What follows belongs to an exercise in optimizing a design on an open flow for small area and a short achievable clock period; a production flow would make more cautious choices. RTL that was checked went through simulation tests only; none was proved equivalent to the original. Power figures rest on the tool's default switching activity, not on a simulated workload.

// alu_top
module alu_top(CLK, OP1, OP2, OPRN, OUT, ZERO);
	input CLK;
	input [31:0] OP1;
	input [31:0] OP2;
	input [5:0] OPRN;
	output [31:0] OUT;
	output ZERO;
	reg [31:0] op1_q, op2_q;
	reg [5:0] oprn_q;
	reg [31:0] out_q;
	reg zero_q;
	wire [31:0] alu_out;
	wire alu_zero;
	ALU alu_inst(alu_out, alu_zero, op1_q, op2_q, oprn_q);
	always @(posedge CLK) begin
		op1_q <= OP1;
		op2_q <= OP2;
		oprn_q <= OPRN;
		out_q <= alu_out;
		zero_q <= alu_zero;
	end
	assign OUT = out_q;
	assign ZERO = zero_q;
endmodule
Size: roughly 1900 cells after synthesis, ~100 I/O pins, ~18000 sq um of cells after synthesis.
Settings: LEC_CHECK=0, CAP_MARGIN=20, CORE_MARGIN=2, CORE_UTILIZATION=40, SLEW_MARGIN=20, SYNTH_HIERARCHICAL=1, SYNTH_MINIMUM_KEEP_SIZE=0; clock period 29.5 ns.
standard.sh (not shown) runs the stock make flow with config.mk's settings and CLKGATE_MAP_FILE= SYNTH_SCRIPT=/design/flow/synth_recipe.tcl, a recipe that flattens the netlist after the stock synthesis.
==> flow/flow/run.sh <==
#!/bin/bash
set -euo pipefail
bash standard.sh "BUFFER_PORTS_ARGS=-buffer_cell sky130_fd_sc_hd__buf_1" SETUP_SLACK_MARGIN=22.5 finish > standard_flow.log 2>&1
The starting point passed the timing, design-rule and antenna checks.
Edit:
==> flow/flow/run.sh (replaced) <==
#!/bin/bash
set -euo pipefail
bash standard.sh "BUFFER_PORTS_ARGS=-buffer_cell sky130_fd_sc_hd__buf_1" SETUP_SLACK_MARGIN=21.5 finish > standard_flow.log 2>&1
After rerunning:
- utilization goes down by 3.7 points
- register-to-register slack got worse by 0.37 ns
- final area goes down by about 8%
- hold slack improved by 0.0063 ns
- clock skew goes down by 0.013 ns
- via count goes down by about 4.5%
Edit:
==> flow/flow/run.sh (replaced) <==
#!/bin/bash
set -euo pipefail
bash standard.sh "BUFFER_PORTS_ARGS=-buffer_cell sky130_fd_sc_hd__buf_1" SETUP_SLACK_MARGIN=22 finish > standard_flow.log 2>&1
The new run went through all stages and came out clean; final area climbs by a few percent; critical path depth drops by 2; count of clock-buffer cells in the layout is unchanged; wire length climbs slightly; maximum frequency climbs by a few percent; via count climbs slightly.

========
the reference run:
alu_top, a different RTL version from the one above (not shown whole).
For scale: roughly 1900 cells after synthesis, about 18000 µm² of cells after synthesis.
clock: 29.5 ns
lec_check: 0
cap_margin: 20
core_margin: 2
core_utilization: 40
slew_margin: 20
synth_hierarchical: 1
synth_minimum_keep_size: 0
==> flow/flow/run.sh <==
#!/bin/bash
set -euo pipefail
bash standard.sh "BUFFER_PORTS_ARGS=-buffer_cell sky130_fd_sc_hd__buf_1" SETUP_SLACK_MARGIN=21.5 finish > standard_flow.log 2>&1
The flow did not stop early for the reference run: all stages ran, and the layout cleared the timing, design-rule and antenna checks.
Changes in the trial run relative to the reference run:
==> flow/flow/run.sh <==
#!/bin/bash
set -euo pipefail
bash standard.sh "BUFFER_PORTS_ARGS=-buffer_cell sky130_fd_sc_hd__buf_1" SETUP_SLACK_MARGIN=22 finish > standard_flow.log 2>&1
--- outcome ---
Changes observed in the trial run relative to the reference run: standard cell area after detailed placement closely matched the old numbers; post-route total power increased by about 3% relative to the old numbers; final cell count increased by 38 relative to the old numbers; sequential portion of the cell area decreased by 0.26 points relative to the old numbers; setup slack of the critical path after layout increased by 280 ps relative to the old numbers.
Comparing largest stage delay on the critical path for the trial run and the reference run, the bigger number came from the trial run.
As far as number of cells on the worst reg-to-reg path goes, the trial run and the reference run are indistinguishable; the numbers are identical.
No functional check of the RTL was part of any run of this note.

========
Another version of the RTL of alu_top (not shown whole).
Size: about 0.017 mm^2 of cells after synthesis.
Settings: LEC_CHECK=0, CAP_MARGIN=20, CORE_MARGIN=2, CORE_UTILIZATION=40, CTS_BUF_LIST=sky130_fd_sc_hd__clkbuf_8, SLEW_MARGIN=20, SYNTH_HIERARCHICAL=1, SYNTH_MINIMUM_KEEP_SIZE=0; clock period 29.5 ns.
==> flow/flow/run.sh <==
#!/bin/bash
set -euo pipefail
bash standard.sh "BUFFER_PORTS_ARGS=-buffer_cell sky130_fd_sc_hd__buf_1" SETUP_SLACK_MARGIN=22.5 finish > standard_flow.log 2>&1
Rerun with:
==> flow/flow/run.sh (replaced) <==
#!/bin/bash
set -euo pipefail
bash standard.sh "BUFFER_PORTS_ARGS=-buffer_cell sky130_fd_sc_hd__buf_1" SETUP_SLACK_MARGIN=22.6 finish > standard_flow.log 2>&1
ABC_AREA = 1   (was not set)
CAP_MARGIN = 0   (was 20)
SLEW_MARGIN = 0   (was 20)
Power rises by 3.9%.
Routed wire length rises by 16%.
Utilization rises by 0.31 points.
Combinational power rises by about 6%.
Worst hold slack is worse by 0.075 ns.
Setup slack is better by 0.15 ns.
Critical path depth falls by 23.
Cell count rises by 39%.

========
alu_top, a different RTL version from the one above (not shown whole).
For scale: ~2300 cells after synthesis, ~100 I/O pins.
## alu_top
module alu_top(CLK, OP1, OP2, OPRN, OUT, ZERO);
	input CLK;
	input [31:0] OP1;
	input [31:0] OP2;
	input [5:0] OPRN;
	output [31:0] OUT;
	output ZERO;
	reg [31:0] op1_q, op2_q;
	reg [5:0] oprn_q;
	reg [31:0] out_q;
	reg zero_q;
	wire [31:0] alu_out;
	wire alu_zero;
	ALU alu_inst(alu_out, alu_zero, op1_q, op2_q, oprn_q);
	always @(posedge CLK) begin
		op1_q <= OP1;
		op2_q <= OP2;
		oprn_q <= OPRN;
		out_q <= alu_out;
		zero_q <= alu_zero;
	end
	assign OUT = out_q;
	assign ZERO = zero_q;
endmodule
Settings: LEC_CHECK=0, ABC_AREA=1, CAP_MARGIN=20, CORE_MARGIN=2, CORE_UTILIZATION=40, SLEW_MARGIN=20, SYNTH_HIERARCHICAL=1, SYNTH_MINIMUM_KEEP_SIZE=0; clock period 29.5 ns.
==> flow/flow/run.sh <==
#!/bin/bash
set -euo pipefail
bash standard.sh "BUFFER_PORTS_ARGS=-buffer_cell sky130_fd_sc_hd__buf_1" SETUP_SLACK_MARGIN=21.5 finish > standard_flow.log 2>&1
Rerun with:
==> flow/flow/run.sh (replaced) <==
#!/bin/bash
set -euo pipefail
bash standard.sh SETUP_SLACK_MARGIN=22 finish > standard_flow.log 2>&1
--- a/flow/config.mk
+++ b/flow/config.mk
@@ -6,5 +6,4 @@
 export NUM_CORES = 4
 export LEC_CHECK = 0
-export ABC_AREA = 1
 export CAP_MARGIN = 20
 export CORE_MARGIN = 2
Final area goes up by 12%. Hold slack improves by 100 ps. Worst setup slack improves by 380 ps. Synthesized area goes down by 6.6%. Global-route usage goes up by 3.2 points. Non-clock buffer count goes up by 139.
Rerun with:
==> flow/flow/run.sh (replaced) <==
#!/bin/bash
set -euo pipefail
bash standard.sh SETUP_SLACK_MARGIN=21 finish > standard_flow.log 2>&1
Global-route usage shrinks by 1.7 points.
Worst setup slack loses 830 ps.
Die area is unchanged.
Routed wire length came out lower by 9.7%.
Cell area came out lower by 10%.
Non-clock buffer count drops by 105.
Clock power is about the same.
Sequential share of layout area goes up by 0.92 points.
Worst hold slack improved by 53 ps.
Via count came out lower by 6.8%.
Rerun with:
==> flow/flow/run.sh (replaced) <==
#!/bin/bash
set -euo pipefail
bash standard.sh "BUFFER_PORTS_ARGS=-buffer_cell sky130_fd_sc_hd__buf_1" SETUP_SLACK_MARGIN=21.5 finish > standard_flow.log 2>&1
Routed wire length went down by about 1.3%; design area went down by about 2.6%; worst setup slack gains 310 ps; synthesized area does not change; count of clock-buffer cells in the layout stays the same; sequential share of layout area went up by 0.32 points; global-route usage went down by 0.41 points; clock skew hardly moves; utilization went down by 1.2 points.

========
Setup of lane 1:
alu_top, a different RTL version from the one above (not shown whole).
Size: ~1900 cells after synthesis, ~17000 um^2 of cells after synthesis.
==> flow/config.mk <==
export PLATFORM = sky130hd
export DESIGN_NAME = alu_top
export DESIGN_NICKNAME = alu_top
export VERILOG_FILES = /design/flow/design.v
export SDC_FILE = /design/flow/constraint.sdc
export NUM_CORES = 4
export LEC_CHECK = 0
export CAP_MARGIN = 20
export CORE_MARGIN = 2
export CORE_UTILIZATION = 40
export SLEW_MARGIN = 20
export SYNTH_HIERARCHICAL = 1
export SYNTH_MINIMUM_KEEP_SIZE = 0
==> flow/constraint.sdc <==
create_clock -name core_clock -period 29.5 [get_ports {CLK}]
set_input_delay 5.9000 -clock core_clock [delete_from_list [all_inputs] [get_ports {CLK}]]
set_output_delay 5.9000 -clock core_clock [all_outputs]
set_load 0.01 [all_outputs]
==> flow/flow/run.sh <==
#!/bin/bash
set -euo pipefail
bash standard.sh SETUP_SLACK_MARGIN=22 finish > standard_flow.log 2>&1
#### Input delta (lane 2 over lane 1)
==> flow/flow/run.sh <==
#!/bin/bash
set -euo pipefail
bash standard.sh SETUP_SLACK_MARGIN=23 finish > standard_flow.log 2>&1
Results
Lane 2: all stages complete, timing, DRC and antenna checks passed. Maximum resistive drop on vdd: lane 2 worse than lane 1. Lane 2 against lane 1: total routed wirelength up about 7%; number of CTS-inserted buffers flat. Global-route usage, lane 2 and lane 1, higher one = lane 2. Delta(cell leakage power, lane 2 - lane 1) > 0. Lane 2 falls short of lane 1 in design area. met1 wire length up 4.6% in lane 2 wrt lane 1. Taking lane 1 as the reference point, the core utilization of lane 2 rises by 4.3 points.
No run of this note included a check of the RTL's function; only the layout flow was run.

========
alu_top, a different RTL version from the one above (not shown whole).
Size in the first run: about 100 I/O pins, ~17000 um2 of cells after synthesis.
==> flow/design.v (excerpt) <==
module alu_top(CLK, OP1, OP2, OPRN, OUT, ZERO);
	input CLK;
	input [31:0] OP1;
	input [31:0] OP2;
	input [5:0] OPRN;
	output [31:0] OUT;
	output ZERO;
	reg [31:0] op1_q, op2_q;
	reg [5:0] oprn_q;
	reg [31:0] out_q;
	reg zero_q;
	wire [31:0] alu_out;
	wire alu_zero;
	ALU alu_inst(alu_out, alu_zero, op1_q, op2_q, oprn_q);
	always @(posedge CLK) begin
		op1_q <= OP1;
		op2_q <= OP2;
		oprn_q <= OPRN;
		out_q <= alu_out;
		zero_q <= alu_zero;
	end
	assign OUT = out_q;
	assign ZERO = zero_q;
endmodule
==> flow/config.mk <==
export PLATFORM = sky130hd
export DESIGN_NAME = alu_top
export DESIGN_NICKNAME = alu_top
export VERILOG_FILES = /design/flow/design.v
export SDC_FILE = /design/flow/constraint.sdc
export NUM_CORES = 4
export LEC_CHECK = 0
export CAP_MARGIN = 20
export CORE_MARGIN = 2
export CORE_UTILIZATION = 40
export SLEW_MARGIN = 20
export SYNTH_HIERARCHICAL = 1
export SYNTH_MINIMUM_KEEP_SIZE = 0
==> flow/constraint.sdc <==
create_clock -name core_clock -period 29.5 [get_ports {CLK}]
set_input_delay 5.9000 -clock core_clock [delete_from_list [all_inputs] [get_ports {CLK}]]
set_output_delay 5.9000 -clock core_clock [all_outputs]
set_load 0.01 [all_outputs]
==> flow/flow/run.sh <==
#!/bin/bash
set -euo pipefail
bash standard.sh "BUFFER_PORTS_ARGS=-buffer_cell sky130_fd_sc_hd__buf_1" SETUP_SLACK_MARGIN=22.5 finish > standard_flow.log 2>&1
Then changed:
==> flow/flow/run.sh (replaced) <==
#!/bin/bash
set -euo pipefail
bash standard.sh "BUFFER_PORTS_ARGS=-buffer_cell sky130_fd_sc_hd__buf_1" SETUP_SLACK_MARGIN=22 finish > standard_flow.log 2>&1
Result: Global-route usage drops by 1.3 points; cell count went down by 1.9%; non-clock buffer count drops by 52; worst setup slack got worse by 0.21 ns; via count is lower by about 3.5%; hold slack gets worse by 0.044 ns.
No run of this note included a check of the RTL's function; only the layout flow was run.

==> re-timing with driven ports <==
In the flow no input, the clock included, has a driving cell. The finished layouts below were timed again as built, in two steps. Step 1 sets driving cells, clkbuf_16 on the clock port and buf_2 on the other inputs (assumed; they add their load-dependent delay and slew). Step 2 adds t to the input delays and takes it off the output delays; t is the mean of the earliest and latest rising clock arrival at the registers after step 1. Input paths then give back, and output paths get back, about the clock's delay inside the block. a / b / c = ideal / step 1 / step 2; a / b = the first two.
run | t (ns) | slack for setup (ns) | slew at the worst register clock pin (ns)
the first run of note 1 | 0.407 | 22.005 / 22.005 / 22.005 | 0.09 / 0.09
the second run of note 1 | 0.406 | 21.634 / 21.634 / 21.634 | 0.07 / 0.07
the third run of note 1 | 0.409 | 22.114 / 22.114 / 22.114 | 0.07 / 0.07
the reference run | 0.399 | 21.659 / 21.659 / 21.659 | 0.07 / 0.07
the trial run | 0.394 | 21.943 / 21.943 / 21.943 | 0.07 / 0.07
the first run of note 3 | 0.422 | 22.594 / 22.594 / 22.594 | 0.11 / 0.11
the second run of note 3 | 0.430 | 22.743 / 22.697 / 22.857 | 0.11 / 0.11
the first run of note 4 | 0.453 | 21.702 / 21.702 / 21.702 | 0.09 / 0.09
the second run of note 4 | 0.384 | 22.079 / 22.079 / 22.079 | 0.08 / 0.08
the third run of note 4 | 0.384 | 21.245 / 21.245 / 21.245 | 0.08 / 0.08
the fourth run of note 4 | 0.388 | 21.553 / 21.553 / 21.553 | 0.08 / 0.08
lane 1 | 0.405 | 21.903 / 21.903 / 21.903 | 0.08 / 0.08
lane 2 | 0.397 | 22.077 / 22.077 / 22.077 | 0.08 / 0.08
the first run of note 6 | 0.390 | 22.390 / 22.390 / 22.390 | 0.07 / 0.07
the second run of note 6 | 0.384 | 22.176 / 22.176 / 22.176 | 0.07 / 0.07
After both steps every run listed still meets setup and hold.
